What follows belongs to an exercise in optimizing a design on an open flow for small area; a production flow would make more cautious choices.
Function was checked by simulation only, so behaviour that the tests miss may differ from the original.
Power and IR drop assume default switching activity.

File: design/flow/constraint.sdc
create_clock -name core_clock -period 10.0 [get_ports {clock}]
set_input_delay 2.0000 -clock core_clock [delete_from_list [all_inputs] [get_ports {clock}]]
set_output_delay 2.0000 -clock core_clock [all_outputs]
set_load 0.01 [all_outputs]
File: design/flow/design.v
module debounce_tick (
    input  wire clk_i,
    input  wire rst_i,
    output wire tick,
    output wire tick2
);
    reg [9:0] q;
    assign tick  = (q == 10'b0011010001);
    assign tick2 = (q == 10'b1101000100);
    always @(posedge clk_i or posedge rst_i) begin
        if (rst_i) q <= 10'b1011010001;
        else       q <= {q[8:0], (q[9] ^ q[6]) & ~tick};
    end
endmodule
module debounce (
    input  wire clk_i,
    input  wire rst_i,
    input  wire tick,
    input  wire tick2,
    input  wire key_i,
    output wire debkey_o
);
    reg a, b, f;
    always @(posedge clk_i or posedge rst_i) begin
        if (rst_i) begin
            a <= 1'b0;
            b <= 1'b0;
            f <= 1'b0;
        end else if (tick) begin
            a <= (a & b) | (a & key_i) | (b & key_i);
            b <= key_i;
            f <= a & ~b & ~key_i;
        end
    end
    assign debkey_o = f & tick2;
endmodule
module clock_divisor (
    input  logic clk,
    input  logic rst_i,
    output logic pulse_1hz,
    output logic pulse_500ms
);
    logic [12:0] q;
    logic p, z;
    assign z = (q == 13'b0110111011100);
    assign pulse_1hz = z & ~p;
    assign pulse_500ms = p;
    always_ff @(posedge clk or posedge rst_i) begin
        if (rst_i) begin
            q <= 13'b0111011001110;
            p <= 1'b1;
        end else begin
            q <= {q[11:7], q[6] & ~(z & ~p), q[5:3], q[2] & ~(z & p), q[1], q[0] | z, q[12] ^ q[6]};
            if (z) p <= ~p;
        end
    end
endmodule
module watch_interface (
    input  logic clock,
    input  logic reset,
    input  logic pulse_1hz,
    input  logic mode_button,
    input  logic add_button,
    input  logic sub_button,
    output logic [1:0] EA,           
    output logic [3:0] U_seconds, U_minutes, U_hours,
    output logic [2:0] D_seconds, D_minutes,
    output logic [1:0] D_hours
);
always_ff @(posedge clock, posedge reset) begin
    if (reset) EA <= 2'd0;
    else if (mode_button) EA <= EA + 2'd1;
end
always_ff @(posedge clock, posedge reset) begin
    if (reset) begin
        U_hours <= 0; U_minutes <= 0; U_seconds <= 0;
        D_hours <= 0; D_minutes <= 0; D_seconds <= 0;
    end else begin
        case (EA)
            2'd0: if (pulse_1hz) begin
                if (U_seconds != 9) U_seconds <= U_seconds + 1;
                else begin
                    U_seconds <= 0;
                    if (D_seconds != 5) D_seconds <= D_seconds + 1;
                    else begin
                        D_seconds <= 0;
                        if (U_minutes != 9) U_minutes <= U_minutes + 1;
                        else begin
                            U_minutes <= 0;
                            if (D_minutes != 5) D_minutes <= D_minutes + 1;
                            else begin
                                D_minutes <= 0;
                                if (D_hours == 2 && U_hours == 3) begin
                                    U_hours <= 0; D_hours <= 0;
                                end else if (U_hours != 9) U_hours <= U_hours + 1;
                                else begin
                                    U_hours <= 0; D_hours <= D_hours + 1;
                                end
                            end
                        end
                    end
                end
            end
            2'd1: if (add_button) begin
                if (D_hours == 2 && U_hours == 3) begin
                    U_hours <= 0; D_hours <= 0;
                end else if (U_hours != 9) U_hours <= U_hours + 1;
                else begin
                    U_hours <= 0; D_hours <= D_hours + 1;
                end
            end else if (sub_button) begin
                if (D_hours == 0 && U_hours == 0) begin
                    U_hours <= 3; D_hours <= 2;
                end else if (U_hours != 0) U_hours <= U_hours - 1;
                else begin
                    U_hours <= 9; D_hours <= D_hours - 1;
                end
            end
            2'd2: if (add_button) begin
                if (D_minutes == 5) begin
                    U_minutes <= 0; D_minutes <= 0;
                end else if (U_minutes != 9) U_minutes <= U_minutes + 1;
                else begin
                    U_minutes <= 0; D_minutes <= D_minutes + 1;
                end
            end else if (sub_button) begin
                if (U_minutes != 0) U_minutes <= U_minutes - 1;
                else begin
                    U_minutes <= 9;
                    D_minutes <= (D_minutes == 0) ? 3'd5 : D_minutes - 3'd1;
                end
            end
            default: if (add_button) begin
                if (D_seconds == 5) begin
                    U_seconds <= 0; D_seconds <= 0;
                end else if (U_seconds != 9) U_seconds <= U_seconds + 1;
                else begin
                    U_seconds <= 0; D_seconds <= D_seconds + 1;
                end
            end else if (sub_button) begin
                if (U_seconds != 0) U_seconds <= U_seconds - 1;
                else begin
                    U_seconds <= 9;
                    D_seconds <= (D_seconds == 0) ? 3'd5 : D_seconds - 3'd1;
                end
            end
        endcase
    end
end
endmodule
module dspl_drv_8dig (
    input  wire clock,
    input  wire reset,
    input  wire [1:0] mode,        
    input  wire blink,
    input  wire [3:0] U_seconds, U_minutes, U_hours,
    input  wire [2:0] D_seconds, D_minutes,
    input  wire [1:0] D_hours,
    output wire [7:0] an,
    output reg  [7:0] dec_ddp
);
    reg [6:0] q;
    wire ck_rise = (q == 7'b0001100);
    always @(posedge clock or posedge reset) begin
        if (reset) q <= 7'b0001110;
        else       q <= {q[5:0], (q[6] ^ q[0]) | ck_rise};
    end
    reg [2:0] dig_selection;
    reg en;
    reg [3:0] selected_dig;
    reg [3:0] val;
    reg lit;
    always @(*) begin
        case (dig_selection)
            3'd0: begin val = U_seconds;          lit = blink | (mode != 2'd3); end
            3'd1: begin val = {1'b0, D_seconds};  lit = blink | (mode != 2'd3); end
            3'd3: begin val = U_minutes;          lit = blink | (mode != 2'd2); end
            3'd4: begin val = {1'b0, D_minutes};  lit = blink | (mode != 2'd2); end
            3'd6: begin val = U_hours;            lit = blink | (mode != 2'd1); end
            3'd7: begin val = {2'b00, D_hours};   lit = blink | (mode != 2'd1); end
            default: begin val = U_seconds;       lit = 1'b0; end
        endcase
    end
    always @(posedge clock or posedge reset) begin
        if (reset) begin
            dig_selection <= 3'd0;
            en <= 1'b0;
        end else if (ck_rise) begin
            dig_selection <= dig_selection + 3'd1;
            en <= lit;
        end
    end
    always @(posedge clock) begin
        if (ck_rise) selected_dig <= val;
    end
    genvar i;
    generate
        for (i = 0; i < 8; i = i + 1) begin : g_an
            assign an[i] = ~(en && dig_selection == ((i + 1) % 8));
        end
    endgenerate
    always @(*) begin
        case (selected_dig)
            4'd0: dec_ddp[7:1] = 7'b0000001;
            4'd1: dec_ddp[7:1] = 7'b1001111;
            4'd2: dec_ddp[7:1] = 7'b0010010;
            4'd3: dec_ddp[7:1] = 7'b0000110;
            4'd4: dec_ddp[7:1] = 7'b1001100;
            4'd5: dec_ddp[7:1] = 7'b0100100;
            4'd6: dec_ddp[7:1] = 7'b0100000;
            4'd7: dec_ddp[7:1] = 7'b0001111;
            4'd8: dec_ddp[7:1] = 7'b0000000;
            default: dec_ddp[7:1] = 7'b0000100;
        endcase
        dec_ddp[0] = 1'b1;
    end
endmodule
module top (
    input  logic clock,
    input  logic reset,
    input  logic mode_buttonBTNC,
    input  logic add_buttonBTNR,
    input  logic sub_buttonBTNL,
    output logic [7:0] AN,
    output logic [7:0] DIGIT
);
logic tick, tick2;
logic mode_p, add_p, sub_p;
logic pulse_1hz, pulse_500ms;
logic [1:0] EA;
logic [3:0] U_seconds, U_minutes, U_hours;
logic [2:0] D_seconds, D_minutes;
logic [1:0] D_hours;
debounce_tick dtick (.clk_i(clock), .rst_i(reset), .tick(tick), .tick2(tick2));
debounce mode (.clk_i(clock), .rst_i(reset), .tick(tick), .tick2(tick2), .key_i(mode_buttonBTNC), .debkey_o(mode_p));
debounce add  (.clk_i(clock), .rst_i(reset), .tick(tick), .tick2(tick2), .key_i(add_buttonBTNR),  .debkey_o(add_p));
debounce sub  (.clk_i(clock), .rst_i(reset), .tick(tick), .tick2(tick2), .key_i(sub_buttonBTNL),  .debkey_o(sub_p));
clock_divisor divisor (.clk(clock), .rst_i(reset), .pulse_1hz(pulse_1hz), .pulse_500ms(pulse_500ms));
watch_interface main (
    .clock(clock), .reset(reset), .pulse_1hz(pulse_1hz),
    .mode_button(mode_p), .add_button(add_p), .sub_button(sub_p),
    .EA(EA), .U_seconds(U_seconds), .U_minutes(U_minutes), .U_hours(U_hours),
    .D_seconds(D_seconds), .D_minutes(D_minutes), .D_hours(D_hours)
);
dspl_drv_8dig display (
    .clock(clock), .reset(reset), .mode(EA), .blink(pulse_500ms),
    .U_seconds(U_seconds), .U_minutes(U_minutes), .U_hours(U_hours),
    .D_seconds(D_seconds), .D_minutes(D_minutes), .D_hours(D_hours),
    .an(AN), .dec_ddp(DIGIT)
);
endmodule
File: design/flow/run.sh
#!/bin/bash
# synth_recipe.tcl (not shown) runs the flow's synth.tcl, then flattens the netlist and writes it again
# the make line also repeats each setting of config.mk as NAME=value (left out here)
make -C /OpenROAD-flow-scripts/flow DESIGN_CONFIG=/design/flow/config.mk WORK_HOME=/design/flow/orfs CLKGATE_MAP_FILE= SYNTH_SCRIPT=/design/flow/synth_recipe.tcl finish
File: design/flow/config.mk
export PLATFORM = sky130hd
export DESIGN_NAME = top
export DESIGN_NICKNAME = top
export VERILOG_FILES = /design/flow/design.v
export SDC_FILE = /design/flow/constraint.sdc
export NUM_CORES = 4
export LEC_CHECK = 0
export CAP_MARGIN = 20
export CORE_MARGIN = 2
export CORE_UTILIZATION = 40
export SLEW_MARGIN = 20
==> impl.org, run 1 <==
** Run status
- The flow ran to the end and the layout has no timing, DRC or antenna violations.

** Setup path
- Required time at the endpoint of the critical path :: 8.00 ns
- In this design, the stage delay of the slowest critical-path cell is 0.53 ns.
- The worst setup path is launched from a register.
- Crit path arrival time :: 2.27 ns
- STA classifies the critical path endpoint as an output pin.
- Worst path buffer plus inverter count :: 2
- Worst setup path class :: register to output pin
- Along the worst path, the maximum fanout reaches 9.
- The critical path goes through inv_1 -> ha_1 -> nor2b_1 -> nand2_1 -> clkdlybuf4s50_1.
- Cell family with most CP delay :: simple AND/OR/NAND/NOR gates
- The slowest stage of the critical path is the nor2b_1 cell.

** Cells and area
- The net count of the finished layout is ~490.
- The finished layout holds 607 standard cells, fillers aside.
- The number of antenna diodes in the final layout is 0.
- Relative to the synthesized area, the layout overhead comes to 11.3%.
- Fraction of final layout cells with drive strength greater than 1 :: roughly an eighth

** GRT
- The number of global-route vias before repair was 3,251.
- Global routing used 17.5% of the available tracks.
- First-pass GRT wire length :: 16.2 mm
- Number of antenna violations at the first check in global routing :: 0
- Overflow left after global routing :: 0
- Maximum number of pins on one net before global-route repair :: 67

** Synthesis
- The synthesized design devotes to its leading area cell type 27.8% of total area.
- After synthesis the cells add up to roughly 4400 sq um.
- Library cells used by synthesis :: 78
- The synthesized design contains 77 register bits.
- After synthesis, the cell types taking the most area are dfrtp_1 (28%), dfstp_2 (10%), ha_1 (6.0%), nand2_1 (3.2%), dfxtp_1 (3.2%).
- Of the synthesized area, sequential elements account for 43.8%.
- Counting flops with an async set or reset pin after synthesis yields a share of around 86%.
- Cells after synthesis :: 452
- Number of flops mapped to enable cells by yosys :: 4
- Mean area per synthesized cell :: 9.77 sq um
- Cell type contributing the most total cell area after synthesis :: dfrtp_1
- The number of nets handed over by synthesis was 478.
- For this run, the leading register cell type out of synthesis is dfrtp_1.
- Synthesis warning total :: 5

** STA
- RSZ-0062 raised after global routing :: no
- For the pin with the worst max-slew slack, the measured transition is 0.950 ns.
- Setup violators final :: 0
- Max Clock Skew :: 0.00898 ns
- In the finished design, the share of the clock period the worst path needs comes to 42.7%.
- The worst path in the final design needs a cycle of 4.27 ns, including I/O delays and setup.
- Maximum frequency from static timing analysis :: 234 MHz
- Setup TNS Final :: 0 ns
- Final-report hold violation count :: 0
- Across all hold checks on the routed design, the worst slack comes to 0.360 ns.
- Max Transition Viols Final :: 0
- Measured against its own limit, the worst slew margin works out to 35.9%.

** Clock network
- Counting every sink on the clock net gives between 70 and 80.
- The root buffer cell chosen for the clock tree is clkbuf_8.
- At the later pin of the worst-skew pair, clock insertion delay measures 0.36 ns.
- The longest clock path from root to sink contains 2 buffers.
- Clock slew seen by the registers of the worst setup and hold paths :: 0.08 ns
- The number of clock buffers added by TritonCTS is 9.
- Count of hold-fix buffers inserted at cts :: 0
- After clock tree synthesis, the repair step resized 0 gates.
- TritonCTS built the clock tree.
- Once the clock tree was built, the setup fixing pass inserted 0 buffers.
- Level count of the clock H-tree :: 3

** Routing
- The count of nets left with antenna violations once routing finished came out at 0.
- Length of the first detailed-routing pass in iterations :: 8
- DRT iter0 DRCs :: 350
- For this run, design rule violations remaining after detail routing come to 0.
- The detailed router placed 3,432 vias in this run.
- In the routed layout, each cell is associated on average with a via count of 5.65.
- Wires add up to around 9.5 mm.
- Average detailed-routed wire length per instance :: 15.7 um

** Die
- Number of cell rows :: 38
- The core region is 10,800 sq um.
- The die is 109 um wide.
- The floorplan step defined a die boundary enclosing 11,900 sq um.
- 21 I/O pins were placed.
- Starting density of the core :: 40.9%
- From bottom edge to top edge, the die measures 109 um.

** Hold path
- Path class of the lowest-slack min-delay path :: register to register

** Power and ir drop
- Worst supply voltage drop on vdd :: 0.102 mV
- Cell area power density :: 115 nW/um^2
- Leakage power summed over all cells :: 1.91 nW

** Placed design
- Placer Congestion :: a little over 0.8
- After detailed placement, the design holds a cell count of approximately 600.
- Count of buffers inserted at the top-level ports :: 19
- Hpwl dp :: between 6 and 7 mm

** Run
- Count of max-cap constraint violations :: 0
==> synthesized netlist by cell type (5+ instances only) <==
| library cell | n |
|---|---|
| dfrtp_1 | 49 |
| dfstp_2 | 17 |
| a22oi_1 | 6 |
| o21ai_0 | 20 |
| nand3b_1 | 5 |
| nand3_1 | 10 |
| ha_1 | 21 |
| nor2b_1 | 7 |
| dfxtp_1 | 7 |
| a211oi_1 | 8 |
| xnor2_1 | 7 |
| o22ai_1 | 5 |
| a21oi_1 | 22 |
| nand2_1 | 38 |
| and2_1 | 5 |
| mux2i_1 | 7 |
| nor3_1 | 18 |
| inv_1 | 32 |
| nor2_1 | 24 |
| o31ai_1 | 11 |
| clkbuf_1 | 18 |
==> power breakdown <==
group          switching (mW)  total, mW  internal, mW
Combinational         0.00583    0.00757       0.00174
Sequential                  0      0.313         0.313
Clock                   0.110      0.245         0.134
Total                   0.116      0.566         0.449
==> cell usage in the layout, fill, tap and decap left out, drive strengths merged, types with 10 or more instances in the layout <==
master / instances
dfrtp: 49
nor3: 19
clkbuf: 12
o21ai: 24
nor2: 24
ha: 21
nand2: 38
nand3: 10
dfstp: 17
nor4: 10
clkdlybuf4s50: 19
inv: 32
o31ai: 11
a21oi: 22
==> state kept, by name (all words and copies together), names as in the netlist, 2 cells and up <==
signal                 count
display.q                  7
main.D_seconds             3
main.D_hours               2
main.U_seconds             4
divisor.q                 13
display.selected_dig       4
DIGIT                      7
main.U_minutes             4
dtick.q                   10
main.U_hours               4
display.dig_selection      3
main.D_minutes             3
main.EA                    2
==> final timing paths <==
path / from / end / slack (ns) / cells after the start
max in group asynchronous: reset / dtick.q[5] / 7.26 / 3
max: display.dig_selection[1] / AN[0] / 5.73 / 5
min: divisor.q[9] / divisor.q[10] / 0.36 / 0
min in group asynchronous: reset / divisor.q[4] / 2.20 / 3
max reg2reg: dtick.q[6] / main.D_seconds[1] / 7.15 / 5
min reg2reg: divisor.q[9] / divisor.q[10] / 0.36 / 0
==> cell families (layout without fill, tap and decap cells) <==
family / Yosys count / in the layout / share of synthesized area [%]
AND/OR/NAND/NOR: 152 / 152 / 19.9
AO/OA/AOI/OAI: 124 / 124 / 19.9
flip-flops: 77 / 77 / 43.8
buffers and inverters: 54 / 69 / 4.87
adder cells (fa/ha/maj): 21 / 21 / 5.95
multiplexers: 14 / 14 / 3.68
XOR/XNOR: 9 / 9 / 1.79
other: 1 / 1 / 0.0849
==> layer usage <==
layer | global-route usage [%] | wire length [um] | vias up
met5 | 0 | 0 | -
met4 | 5.86 | 65 | 0
met3 | 5.08 | 470 | 6
met2 | 26.0 | 4330 | 86
met1 | 24.5 | 4660 | 1634
li1 | - | - | 1706
==> area by class of cell <==
class	count	area (sq um)
tap	140	175
clock buffer	12	165
clock inverter	4	45.0
timing repair buffer	20	198
sequential	77	1930
fill	1020	5880
inverter	33	124
multi-input combinational	321	2270
==> per-stage QoR <==
stage          power, mW  util [%]  instance area (sq um)  setup WS, ns
2_1_floorplan      0.324         -                   4420          6.37
3_3_place_gp       0.327      43.5                   4700          6.20
3_5_place_dp       0.327      43.5                   4700          6.11
4_1_cts            0.574      45.5                   4910          5.72
5_1_grt            0.589      45.5                   4910          5.58
6_report           0.566      45.5                   4910          5.73
==> worst reg2reg max path, stage by stage (launching register included) <==
cell and delay, ns:
dfstp_2 0.56, nor4b_1 0.73, a41oi_1 0.57, nand3b_1 0.38, a2111oi_0 0.42, a211o_1 0.15
==> inputs of run 2 (changes only) <==
--- a/design/flow/design.v
+++ b/design/flow/design.v
@@ -3,8 +3,6 @@
     input  wire rst_i,
-    output wire tick,
-    output wire tick2
+    output wire tick
 );
     reg [9:0] q;
-    assign tick  = (q == 10'b0011010001);
-    assign tick2 = (q == 10'b1101000100);
+    assign tick = (q == 10'b0011010001);
     always @(posedge clk_i or posedge rst_i) begin
@@ -14,3 +12,5 @@
 endmodule
-module debounce (
+module debounce #(
+    parameter int DELAY = 0
+) (
     input  wire clk_i,
@@ -18,3 +18,2 @@
     input  wire tick,
-    input  wire tick2,
     input  wire key_i,
@@ -22,3 +21,4 @@
 );
-    reg a, b, f;
+    reg a, b;
+    wire done = tick & a & ~b & ~key_i;
     always @(posedge clk_i or posedge rst_i) begin
@@ -27,3 +27,2 @@
             b <= 1'b0;
-            f <= 1'b0;
         end else if (tick) begin
@@ -31,6 +30,21 @@
             b <= key_i;
-            f <= a & ~b & ~key_i;
-        end
-    end
-    assign debkey_o = f & tick2;
+        end
+    end
+    generate
+        if (DELAY == 0) begin : g_now
+            assign debkey_o = done;
+        end else begin : g_late
+            reg f1, f2;
+            always @(posedge clk_i or posedge rst_i) begin
+                if (rst_i) begin
+                    f1 <= 1'b0;
+                    f2 <= 1'b0;
+                end else begin
+                    f1 <= done;
+                    f2 <= f1;
+                end
+            end
+            assign debkey_o = f2;
+        end
+    endgenerate
 endmodule
@@ -201,15 +215,17 @@
     endgenerate
+    localparam [15:0] SEG1 = 16'b1000000010000011;
+    localparam [15:0] SEG2 = 16'b1000100010001110;
+    localparam [15:0] SEG3 = 16'b1011101010111010;
+    localparam [15:0] SEG4 = 16'b1000000010010010;
+    localparam [15:0] SEG5 = 16'b0000010000000100;
+    localparam [15:0] SEG6 = 16'b0110000001100000;
+    localparam [15:0] SEG7 = 16'b0000000000010010;
     always @(*) begin
-        case (selected_dig)
-            4'd0: dec_ddp[7:1] = 7'b0000001;
-            4'd1: dec_ddp[7:1] = 7'b1001111;
-            4'd2: dec_ddp[7:1] = 7'b0010010;
-            4'd3: dec_ddp[7:1] = 7'b0000110;
-            4'd4: dec_ddp[7:1] = 7'b1001100;
-            4'd5: dec_ddp[7:1] = 7'b0100100;
-            4'd6: dec_ddp[7:1] = 7'b0100000;
-            4'd7: dec_ddp[7:1] = 7'b0001111;
-            4'd8: dec_ddp[7:1] = 7'b0000000;
-            default: dec_ddp[7:1] = 7'b0000100;
-        endcase
+        dec_ddp[1] = SEG1[selected_dig];
+        dec_ddp[2] = SEG2[selected_dig];
+        dec_ddp[3] = SEG3[selected_dig];
+        dec_ddp[4] = SEG4[selected_dig];
+        dec_ddp[5] = SEG5[selected_dig];
+        dec_ddp[6] = SEG6[selected_dig];
+        dec_ddp[7] = SEG7[selected_dig];
         dec_ddp[0] = 1'b1;
@@ -226,3 +242,3 @@
 );
-logic tick, tick2;
+logic tick;
 logic mode_p, add_p, sub_p;
@@ -233,6 +249,6 @@
 logic [1:0] D_hours;
-debounce_tick dtick (.clk_i(clock), .rst_i(reset), .tick(tick), .tick2(tick2));
-debounce mode (.clk_i(clock), .rst_i(reset), .tick(tick), .tick2(tick2), .key_i(mode_buttonBTNC), .debkey_o(mode_p));
-debounce add  (.clk_i(clock), .rst_i(reset), .tick(tick), .tick2(tick2), .key_i(add_buttonBTNR),  .debkey_o(add_p));
-debounce sub  (.clk_i(clock), .rst_i(reset), .tick(tick), .tick2(tick2), .key_i(sub_buttonBTNL),  .debkey_o(sub_p));
+debounce_tick dtick (.clk_i(clock), .rst_i(reset), .tick(tick));
+debounce #(.DELAY(2)) mode (.clk_i(clock), .rst_i(reset), .tick(tick), .key_i(mode_buttonBTNC), .debkey_o(mode_p));
+debounce #(.DELAY(0)) add  (.clk_i(clock), .rst_i(reset), .tick(tick), .key_i(add_buttonBTNR),  .debkey_o(add_p));
+debounce #(.DELAY(0)) sub  (.clk_i(clock), .rst_i(reset), .tick(tick), .key_i(sub_buttonBTNL),  .debkey_o(sub_p));
 clock_divisor divisor (.clk(clock), .rst_i(reset), .pulse_1hz(pulse_1hz), .pulse_500ms(pulse_500ms));
--- a/design/flow/config.mk
+++ b/design/flow/config.mk
@@ -9,3 +9,3 @@
 export CORE_MARGIN = 2
-export CORE_UTILIZATION = 40
+export CORE_UTILIZATION = 65
 export SLEW_MARGIN = 20
==> run 2 against run 1 <==
Net effect: wire length is 14% lower; synthesized cell count is 7.7% lower; largest cell class unchanged; clock power is 5% higher; cell area is 11% lower; largest power group unchanged; sequential share of layout area is 1.1 points higher.
==> impl.org, run 2 <==
** Run status
- Status :: finished clean

** Setup path
- The critical path ends at AN[2].
- Startpoint type of the worst setup path :: register
- Crit path arrival time :: 2.06 ns
- Crit end category :: output pin
- Data on the critical path is required at its endpoint by ~8.0 ns.
- Along the worst path, the maximum fanout reaches 17.
- The most critical setup path has its startpoint at display.dig_selection[2].
- Startpoint of the lowest-slack register-to-register path :: main.U_minutes[0]
- Worst setup slack for register-to-register paths :: roughly 7.6 ns
- RR Endpoint :: main.U_hours[2]
- The critical path is of the register to output pin type.
- R2R depth :: 6

** STA
- Measured slew at the worst slew-check pin :: just over 0.8 ns
- Share of the clock period used by the worst path after layout :: 40.6%
- Slew Limit Headroom :: between 40% and 50%
- Setup repair after global routing left no endpoint under its margin.
- Maximum frequency from static timing analysis :: 246 MHz
- Max Clock Skew :: 0.00841 ns
- Final-report hold violation count :: 0
- For the final routed database, the setup TNS stands at 0 ns.
- On the final layout, the worst hold slack is 0.367 ns.
- Setup violators final :: 0
- Max Transition Viols Final :: 0
- The clock period could shrink to 4.06 ns.

** Cells and area
- Commonest cells after routing, fill and taps aside :: dfrtp_1 (48), nor2_1 (38), o21ai_0 (34)
- The register with the most flip-flops in the layout has 13 of them.
- The largest registers in the layout are divisor.q: 13 flops, dtick.q: 10 flops, display.q: 7 flops.
- Commonest non-fill, non-tap cell in the layout :: dfrtp_1
- Cells with a size suffix above 1 make up 11.3% of the layout.
- Cells fill 74.4% of the core in the end.
- Synthesis-to-layout area growth :: 11.0%
- Top reg by flops :: divisor.q
- Counting the fill cells in the layout gives 432.
- ANT cells :: 0
- Total number of nets in the final design :: 457

** Clock network
- In this run the clock root is driven by a clkbuf_8.
- Largest buffer count on any clock path :: 2
- Number of buffers created by CTS :: 9
- The clock drives 69 sinks.
- TritonCTS built the clock tree.
- After clock tree synthesis, the setup repair step added 0 buffers.
- Count of hold-fix buffers inserted at cts :: 0
- The H-tree was split into 3 levels.
- CTS-repair resized insts :: 0
- Clock slew seen by the registers of the worst setup and hold paths :: around 0.07 ns
- Clock Latency Late Sink :: 0.35 ns

** Power and ir drop
- Cell area power density :: 125 nW/um^2
- For this design the static power due to leakage is about 1.8 nW.
- Worst supply voltage drop on vdd :: 0.122 mV

** Die
- 21 I/O pins were placed.
- Starting density of the core :: around 67%
- Die width :: 81.9 um
- Die Outline Area :: 6700 sq um
- Number of cell rows :: 28
- In this run the standard cell core region covers 5890 sq um.
- The die is slightly above 80 um tall.

** Synthesis
- By area the synthesized netlist is led by dfrtp_1 (30%), dfstp_2 (11%), ha_1 (7.3%), o21ai_0 (4.4%), nor2_1 (3.6%).
- Flip-flop cell with the highest count after synthesis :: dfrtp_1
- Mean area per synthesized cell :: 9.45 sq um
- Synthesized Nets :: 445
- Synthesis produced a netlist whose cell count is 417.
- Cell type contributing the most total cell area after synthesis :: dfrtp_1
- In the synthesized netlist the async set-or-reset flop fraction comes to between 90% and 100%.
- Portion of the post-synthesis area used by sequential elements :: 44.9%
- Library cells used by synthesis :: 61
- Synthesis warning total :: 6
- Synthesis-stage register bit count :: 69
- By count the netlist is led by dfrtp_1 (48), nor2_1 (38), o21ai_0 (35).
- In this run the biggest area consumer among cell types represents roughly 30% of the synthesized area.
- Cell with the most instances after synthesis :: dfrtp_1
- Counting flops with a built-in enable in the synthesized netlist gives 4.
- Cell area after technology mapping :: 3940 sq um

** Routing
- Dividing the detail-routed wire length by the instance count gives roughly 16 um.
- Post-route DRC violation count :: 0
- The detail route stage leaves a number of antenna-violating nets equal to 0.
- DRT iter0 DRCs :: 329
- Length of the first detailed-routing pass in iterations :: 4
- Vias after detailed routing :: 3,120
- Ratio of routed vias to standard cells :: 6.13
- After detailed routing, the total wire length is 8.16 mm.

** Placed design
- Routability-driven placement finished with a final weighted congestion of 0.910.
- Port buffering added 19 buffers.
- Hpwl dp :: 5.52 mm

** GRT
- First-pass GRT wire length :: 12.8 mm
- Overflow left after global routing :: 0
- Number of global-route vias before repair :: 2,763
- Global routing used approximately a quarter of the available tracks.
- Number of antenna violations at the first check in global routing :: 0
- Maximum number of pins on one net before global-route repair :: 66

** Run
- Count of max-cap constraint violations :: 0

** Hold path
- Path class of the lowest-slack min-delay path :: register to register
## run 2: changes by cell type after synthesis, sizes merged, moves of 6 or more
| cell | delta |
|---|---|
| nand3 | +8 |
| a21oi | +6 |
| nor2 | +14 |
| dfxtp | -7 |
| nor4 | -9 |
| o21ai | +11 |
| a211oi | -7 |
| nor3 | -9 |
## run 2: critical path, stage by stage (launching register included)
cell	delay (ns)
dfrtp_1	0.64
inv_1	0.16
ha_1	0.30
nand2_1	0.08
clkdlybuf4s50_1	0.53
## run 2: final cells by class
cell class	count	area (sq um)	share of cell area, %
inverter	27	101	2.32
timing repair buffer	20	198	4.52
clock inverter	5	83.8	1.92
clock buffer	11	141	3.23
tap	75	93.8	2.14
multi-input combinational	302	1990	45.5
sequential	69	1770	40.4
## run 2: kinds of logic after synthesis
kind of cell	share of synthesized area, %
fa+ha+maj	7.30
flops	44.9
xor+xnor	2.22
compound gates	19.5
mux	2.13
buf+inv	4.63
simple gates	19.3
other cells	0.0951
## run 2: worst min-delay path by stage
stage	end	cells past startpoint	slack, ns	from
2_1_floorplan	mode.g_late.f2	0	0.33	mode.g_late.f1
3_3_place_gp	divisor.q[11]	0	0.35	divisor.q[10]
3_5_place_dp	divisor.q[5]	0	0.36	divisor.q[4]
4_1_cts	divisor.q[11]	0	0.37	divisor.q[10]
5_1_grt	divisor.q[11]	0	0.38	divisor.q[10]
6_report	divisor.q[11]	0	0.37	divisor.q[10]
## run 2: report_power, final
group,internal [mW],switching [mW],leakage [nW]
sequential,0.281,0,0.821
clock,0.148,0.108,0.114
combinational,0.00175,0.00576,0.907
## run 2: per-layer routing
layer | vias up | track usage [%] | wire length, um
li1 | 1525 | - | -
met1 | 1500 | 34.3 | 3730
met2 | 87 | 40.2 | 3950
met3 | 8 | 4.07 | 375
met4 | 0 | 12.0 | 99
met5 | - | 0 | 0
## run 2: stage by stage
stage	std cells	setup slack (ns)	total power [mW]	cell area, sq um
3_3_place_gp	493	5.84	0.294	4150
6_report	509	5.94	0.545	4380
4_1_cts	509	5.94	0.549	4380
2_1_floorplan	417	6.40	0.291	3940
3_5_place_dp	493	5.78	0.294	4150
5_1_grt	509	5.83	0.559	4380
==> inputs of run 3 (changes only) <==
--- a/design/flow/config.mk
+++ b/design/flow/config.mk
@@ -9,3 +9,3 @@
 export CORE_MARGIN = 2
-export CORE_UTILIZATION = 65
+export CORE_UTILIZATION = 40
 export SLEW_MARGIN = 20
==> run 3 against run 2 <==
Net effect: sequential power hardly changed; combinational power shrank 1%; global-route usage decreased by 8.2 points; final cell count grew 11%; critical endpoint unchanged.
==> impl.org, run 3 <==
** Setup path
- STA puts the critical path data required time at 8.00 ns.
- Worst path buffer plus inverter count :: 2
- CP max FO :: 17
- Traced cell by cell, the critical path runs through inv_1 -> ha_1 -> nand2_1 -> clkdlybuf4s50_1.
- Crit end category :: output pin
- For the worst setup path, the data arrival time is 2.06 ns.
- Largest stage delay on the critical path :: 0.63 ns
- The critical path in this run is classified as register to output pin.
- Cell family with most CP delay :: buffers and inverters
- STA classifies the critical path startpoint as a register.
- For this design, the slowest cell found on the critical path is dfrtp_1.

** Cells and area
- Top reg by flops :: divisor.q
- Total number of nets in the final design :: ~460
- After filler insertion, the fill cell instance count of the layout stands at about 900.
- The number of antenna diodes in the final layout is 0.
- Leaving out fill and tap cells, the most frequent cell in the layout is dfrtp_1.
- Number of flip-flops in the largest register :: 13
- Relative to the synthesized area, the layout overhead comes to 12.8%.
- For this run, the number of standard cells in the final layout without fillers is around 570.
- Post-route cell area :: 4450 sq um
- Regs by FF count :: divisor.q: 13 flops, dtick.q: 10 flops, display.q: 7 flops
- Cells with a size suffix above 1 make up 11.3% of the layout.
- Cells fill between 40% and 50% of the core in the end.
- The library cells used most frequently in the layout, excluding fill and tap cells, are dfrtp_1 (48), nor2_1 (38), o21ai_0 (34).

** STA
- Max Clock Skew :: ~0.0091 ns
- Period minus WS final :: 4.06 ns
- Maximum frequency from static timing analysis :: 247 MHz
- Worst hold-check slack :: 0.366 ns
- Slew Limit Headroom :: 46.1%
- RSZ-0062 raised after global routing :: no
- Max Transition Viols Final :: 0
- Setup violators final :: 0
- Measured slew at the worst slew-check pin :: roughly 0.81 ns
- The final critical path takes up about two fifths of the cycle.
- Final-report hold violation count :: 0
- Worst setup margin :: 5.94 ns
- Setup TNS Final :: 0 ns

** Run status
- Status :: finished clean

** Clock network
- After clock tree synthesis, the clock-pin slew on the worst setup and hold paths is 0.07 ns.
- The clock net in this run drives a total of 69 sinks.
- In this run the deepest clock path goes through 2 buffers.
- Clk root buf :: clkbuf_8
- TritonCTS clock tree :: built
- Count of hold-fix buffers inserted at cts :: 0
- Clock tree synthesis inserted a total of 9 buffers.
- Clock Latency Late Sink :: 0.36 ns
- After clock tree synthesis, the setup repair step added 0 buffers.
- CTS-repair resized insts :: 0
- The H-tree was split into 3 levels.

** Routing
- The pre-antenna-repair detailed-routing pass consisted of 4 iterations.
- Average detailed-routed wire length per instance :: 14.7 um
- The count of nets left with antenna violations once routing finished came out at 0.
- Ratio of routed vias to standard cells :: 5.50
- DRT iter0 DRCs :: roughly 180
- Vias after detailed routing :: 3,118
- In the routed design, unresolved DRC markers number 0.
- Sum of routed wire length over all layers :: approximately 8.4 mm

** Placed design
- Count of buffers inserted at the top-level ports :: 19
- Hpwl dp :: 5.84 mm
- Placement-stage worst setup slack :: between 5 and 6 ns
- Cell count after placement :: 551
- Dpl cell area :: around 4200 sq um
- The congestion estimate from routability-driven global placement came to between 0.8 and 0.9.

** Synthesis
- Cell area after technology mapping :: between 3000 and 4000 sq um
- Library cells used by synthesis :: 61
- Commonest cells in the synthesized netlist :: dfrtp_1 (48), nor2_1 (38), o21ai_0 (35)
- After synthesis, the largest area contributor takes up 30.5% of total cell area.
- The number of nets handed over by synthesis was between 400 and 500.
- For this run, asynchronously set or reset flops after synthesis account for a little over nine tenths.
- dfrtp_1 takes more of the synthesized area than any other cell.
- Sorting the synthesized cells by area gives the leading types as dfrtp_1 (30%), dfstp_2 (11%), ha_1 (7.3%), o21ai_0 (4.4%), nor2_1 (3.6%).
- Number of flops mapped to enable cells by yosys :: 4
- Yosys instantiated no cell more often than dfrtp_1.
- Synthesis warning total :: 6
- Cells after synthesis :: 417
- Portion of the post-synthesis area used by sequential elements :: 44.9%
- Synthesis-stage register bit count :: 69
- Flip-flop cell with the highest count after synthesis :: dfrtp_1
- The average instance in the mapped netlist occupies 9.45 sq um.

** Die
- 21 I/O pins were placed.
- Number of cell rows :: 36
- Starting density of the core :: 40.7%
- Die Outline Area :: 10,700 sq um
- The die is 103 um wide.
- Die extent in y :: 103 um
- The core region is 9680 sq um.

** Power and ir drop
- Summed over all cells, the static leakage comes to 1.84 nW.
- Total power consumption of the routed design :: 0.545 mW
- The worst-case IR drop observed on VDD is 0.0607 mV.
- Cell area power density :: 123 nW/um^2

** Run
- Count of max-cap constraint violations :: 0

** Hold path
- The path class of the tightest hold or removal check is register to register.

** GRT
- Across every metal layer, demand over resource in global routing totals around 17%.
- Number of antenna violations at the first check in global routing :: 0
- Maximum number of pins on one net before global-route repair :: 66
- Global routing finished with a remaining overflow of 0.
- The number of global-route vias before repair is 3,005.
- First-pass GRT wire length :: 14.3 mm
-- run 3: cell count changes in the layout (fill, tap and decap cells not counted) --
cell,change
inv_4,-1
inv_6,+1
clkbuf_8,-1
clkinv_4,+1
-- run 3: path summary, 6_finish.rpt --
path | from | to | slack (ns) | cells after the start
min in group asynchronous | reset | mode.g_late.f1 | 2.19 | 3
worst min-delay path | display.q[2] | display.q[3] | 0.37 | 0
worst max-delay path | display.dig_selection[2] | AN[2] | 5.94 | 4
worst min register to register | display.q[2] | display.q[3] | 0.37 | 0
worst max register to register | main.U_minutes[0] | main.U_hours[2] | 7.62 | 6
max in group asynchronous | reset | main.U_minutes[3] | 7.28 | 3
-- run 3: cells by family after synthesis --
family / share of synthesized area (%)
muxes: 2.13
xor gates and xnor gates: 2.22
adders and majority gates: 7.30
other: 0.0951
AOI/OAI and AO/OA: 19.5
buffers and inverters: 4.63
DFF: 44.9
and+or+nand+nor: 19.3
-- run 3: final cells by class --
class                      instances  area [sq um]  share of cell area [%]
sequential                        69          1770                    39.8
clock inverter                     6          95.1                    2.14
timing repair buffer              20           198                    4.45
multi-input combinational        302          1990                    44.8
inverter                          27           101                    2.28
tap                              133           166                    3.74
clock buffer                      10           128                    2.87
-- run 3: power breakdown --
part	switching, mW	leakage [nW]	internal (mW)
combinational	0.00568	0.907	0.00175
sequential	0	0.821	0.281
clock	0.114	0.111	0.143
-- run 3: metal layers --
metal / GRT usage [%] / vias up / wire length (um)
li1: - / 1517 / -
met1: 21.6 / 1509 / 3820
met2: 29.2 / 82 / 4050
met3: 3.49 / 10 / 374
met4: 6.88 / 0 / 112
met5: 0 / - / 0
==> inputs of run 4 (changes only) <==
--- a/design/flow/config.mk
+++ b/design/flow/config.mk
@@ -10,2 +10,3 @@
 export CORE_UTILIZATION = 40
+export CTS_BUF_LIST = sky130_fd_sc_hd__clkbuf_4 sky130_fd_sc_hd__clkbuf_8
 export SLEW_MARGIN = 20
==> run 4 against run 3 <==
Net effect: still clean on timing, DRC and antenna; worst hold slack is the same; sequential share of layout area is essentially flat; clock skew is essentially flat.
==> impl.org, run 4 <==
** Run status
- Status :: finished clean

** Setup path
- Crit path from :: display.dig_selection[2]
- Worst setup path class :: register to output pin
- Required time at the endpoint of the critical path :: 8.00 ns
- CP max FO :: 17
- Largest stage delay on the critical path :: approximately 0.63 ns
- At the worst endpoint, the arrival time is around 2 ns.
- Cell-by-cell listing of the critical path :: inv_1 -> ha_1 -> nand2_1 -> clkdlybuf4s50_1
- The worst setup path is captured at an output pin.
- Worst setup slack for register-to-register paths :: 7.62 ns
- STA classifies the critical path startpoint as a register.
- The worst register-to-register path begins at main.U_minutes[0].
- The slowest stage of the critical path is the dfrtp_1 cell.

** STA
- Measured slew at the worst slew-check pin :: 0.809 ns
- RSZ-0062 raised after global routing :: no
- Slew Limit Headroom :: between 40% and 50%
- Worst setup margin :: 5.94 ns
- Setup TNS Final :: 0 ns
- The worst path needs 4.06 ns of the cycle, external delays included.
- Maximum frequency from static timing analysis :: 247 MHz
- Max Transition Viols Final :: 0
- Share of the clock period used by the worst path after layout :: 40.6%
- Between clock sinks in the finished design, the worst skew comes to 0.00895 ns.
- Setup violations remaining at the end of the flow were counted as 0.
- The final number of hold-violating endpoints was 0.

** Clock network
- The H-tree generated during clock tree synthesis spans 3 levels.
- Gates resized during post-CTS repair numbered 0.
- TritonCTS built the clock tree.
- Clk root buf :: clkbuf_8
- The clock passes through at most 2 buffers.
- Clock Latency Late Sink :: about 0.36 ns
- Clock slew seen by the registers of the worst setup and hold paths :: 0.07 ns
- Clock tree synthesis inserted a total of 9 buffers.
- Sink Count :: a little under 70
- Count of hold-fix buffers inserted at cts :: 0
- The number of setup buffers added after CTS is 0.

** Synthesis
- The number of nets in the synthesized netlist is 445.
- Yosys printed 6 warnings.
- FFs w/ async S/R, synth :: 94.2%
- By area the synthesized netlist is led by dfrtp_1 (30%), dfstp_2 (11%), ha_1 (7.3%), o21ai_0 (4.4%), nor2_1 (3.6%).
- Synthesis-stage register bit count :: 69
- The largest total area in the synthesized netlist belongs to dfrtp_1.
- Mean area per synthesized cell :: ~9.5 sq um
- In this run the biggest area consumer among cell types represents 30.5% of the synthesized area.
- By count the netlist is led by dfrtp_1 (48), nor2_1 (38), o21ai_0 (35).
- By instance count, the leading cell after synthesis is dfrtp_1.
- Synthesis produced a netlist whose cell count is 417.
- Flip-flop cell with the highest count after synthesis :: dfrtp_1
- Library cells used by synthesis :: 61
- Sequential cells were found to cover 44.9% of the synthesized design area.
- Number of flops mapped to enable cells by yosys :: 4
- Summing every instance area after synthesis gives between 3000 and 4000 sq um.

** Placed design
- In this run the tool buffered the top-level ports with 19 buffer cells.
- Hpwl dp :: ~6 mm
- The congestion estimate from routability-driven global placement came to a little over 0.8.
- Before CTS, the worst setup slack after placement is 5.71 ns.
- Once placement finished, the instance area stood at 4220 sq um.

** GRT
- Entering global routing, the biggest net connects 66 pins.
- First-pass GRT wire length :: 14.3 mm
- Overflow left after global routing :: 0
- Number of antenna violations at the first check in global routing :: 0
- Number of global-route vias before repair :: 3,005
- All-Layer GR Usage :: 17.2%

** Power and ir drop
- The analysis attributes to cell leakage a power of 1.84 nW.
- Across the VDD grid, the largest voltage drop is 0.0660 mV.
- Cell area power density :: 123 nW/um^2

** Die
- Area of the core region :: 9680 sq um
- Starting density of the core :: 40.7%
- For this design the top-level I/O count stands at 21.
- After floorplanning, the core was divided into 36 placement rows.
- Die extent in y :: 103 um
- In this run the horizontal extent of the chip is 103 um.
- The floorplan step defined a die boundary enclosing 10,700 sq um.

** Routing
- In the routed design, unresolved DRC markers number 0.
- In this run, the number of DRC markers left after iteration 0 of detailed routing was 178.
- Dividing the detail-routed wire length by the instance count gives 14.7 um.
- The count of nets left with antenna violations once routing finished came out at 0.
- Length of the first detailed-routing pass in iterations :: 4
- Summed over all layers, the routed wires come to 8.36 mm.
- In the routed layout, each cell is associated on average with a via count of 5.50.
- The final route contains about 3,100 vias.

** Cells and area
- Post-route cell area :: roughly 4500 sq um
- Regs by FF count :: divisor.q: 13 flops, dtick.q: 10 flops, display.q: 7 flops
- Fill cells in the final layout number 911.
- More flip-flops sit in one register than any other, and that register is divisor.q.
- The top cell types in the final layout, fill and taps aside, are dfrtp_1 (48), nor2_1 (38), o21ai_0 (34).
- The register with the most flip-flops in the layout has 13 of them.
- 0 antenna diodes ended up in the layout.
- Of the cells placed in the final design, the portion with a size suffix greater than 1 is 11.5%.
- Synthesis-to-layout area growth :: 12.9%
- Total number of nets in the final design :: 457
- Commonest non-fill, non-tap cell in the layout :: dfrtp_1

** Run
- Count of max-cap constraint violations :: 0

** Hold path
- The worst hold path begins at display.q[2].
- The tightest min-delay check is of the register to register type.
==> run 4: cell counts after synthesis <==
Identical to the previous run, type by type.
==> run 4: worst paths after layout <==
check,end,depth (start not counted)
min in group asynchronous,mode.g_late.f1,3
hold / removal,display.q[3],0
max in group asynchronous,main.U_minutes[3],3
setup reg to reg,main.U_hours[2],6
setup / recovery,AN[2],4
hold reg to reg,display.q[3],0
==> run 4: cell families (layout without fill, tap and decap cells) <==
logic type | Yosys count | count (layout) | share of synthesized area [%]
adder cells (fa/ha/maj) | 23 | 23 | 7.30
AND/OR/NAND/NOR | 141 | 141 | 19.3
buffers and inverters | 46 | 63 | 4.63
AO/OA/AOI/OAI | 119 | 119 | 19.5
flip-flops | 69 | 69 | 44.9
multiplexers | 8 | 8 | 2.13
other | 1 | 1 | 0.0951
XOR/XNOR | 10 | 10 | 2.22
==> run 4: cell type report <==
type | count | area, sq um | share of cell area [%]
sequential | 69 | 1770 | 39.7
inverter | 27 | 101 | 2.28
clock inverter | 6 | 95.1 | 2.14
clock buffer | 10 | 131 | 2.95
tap | 133 | 166 | 3.74
multi-input combinational | 302 | 1990 | 44.7
timing repair buffer | 20 | 198 | 4.44
==> run 4: routing by layer <==
layer	share of wire [%]	routed length, um	GRT usage (%)
met1	46	3820	21.6
met2	48	4050	29.2
met3	4.5	374	3.49
met4	1.3	112	6.88
met5	0	0	0
==> run 4: critical path, delay by kind of cell (launching register included) <==
family	cells	cell delay [ns]
buf+inv	2	0.70
flops	1	0.63
fa+ha+maj	1	0.29
simple gates	1	0.08
==> run 4: power by group <==
part | leakage, nW | switching [mW] | internal, mW | total, mW
Combinational | 0.907 | 0.00568 | 0.00175 | 0.00743
Clock | 0.114 | 0.114 | 0.145 | 0.259
Sequential | 0.821 | 0 | 0.281 | 0.281
==> run 4: metrics by stage <==
stage / std cells / utilization (%) / power (mW) / hold slack [ns]
2_1_floorplan: 417 / - / 0.291 / 0.331
3_3_place_gp: 551 / 43.6 / 0.294 / 0.337
3_5_place_dp: 551 / 43.6 / 0.294 / 0.355
4_1_cts: 567 / 46.0 / 0.557 / 0.368
5_1_grt: 567 / 46.0 / 0.568 / 0.377
6_report: 567 / 46.0 / 0.548 / 0.366

## separate check: timing with driven ports
The results above use ideal ports. As a check the final layouts listed here were re-extracted and re-timed, cells and wires unchanged.
Step 1 assumes that a clkbuf_16 drives the clock port and a buf_2 every other input.
Step 2, shift: input delay + t, output delay - t, t = (earliest + latest rising clock arrival at the registers) / 2. This alone moves slack from input paths to output paths.
Slacks: ideal / step 1 / step 2; pairs: ideal / step 1.
| run | shift t [ns] | slack for setup (ns) | hold slack, ns |
|---|---|---|---|
| run 1 | 0.387 | 5.729 / 5.698 / 6.084 | 0.360 / 0.360 / 0.360 |
| run 2 | 0.379 | 5.940 / 5.908 / 5.872 | 0.367 / 0.367 / 0.367 |
| run 3 | 0.384 | 5.944 / 5.911 / 5.841 | 0.366 / 0.366 / 0.366 |
| run 4 | 0.384 | 5.944 / 5.911 / 5.841 | 0.366 / 0.366 / 0.366 |
After both steps setup and hold are still met in every run listed.
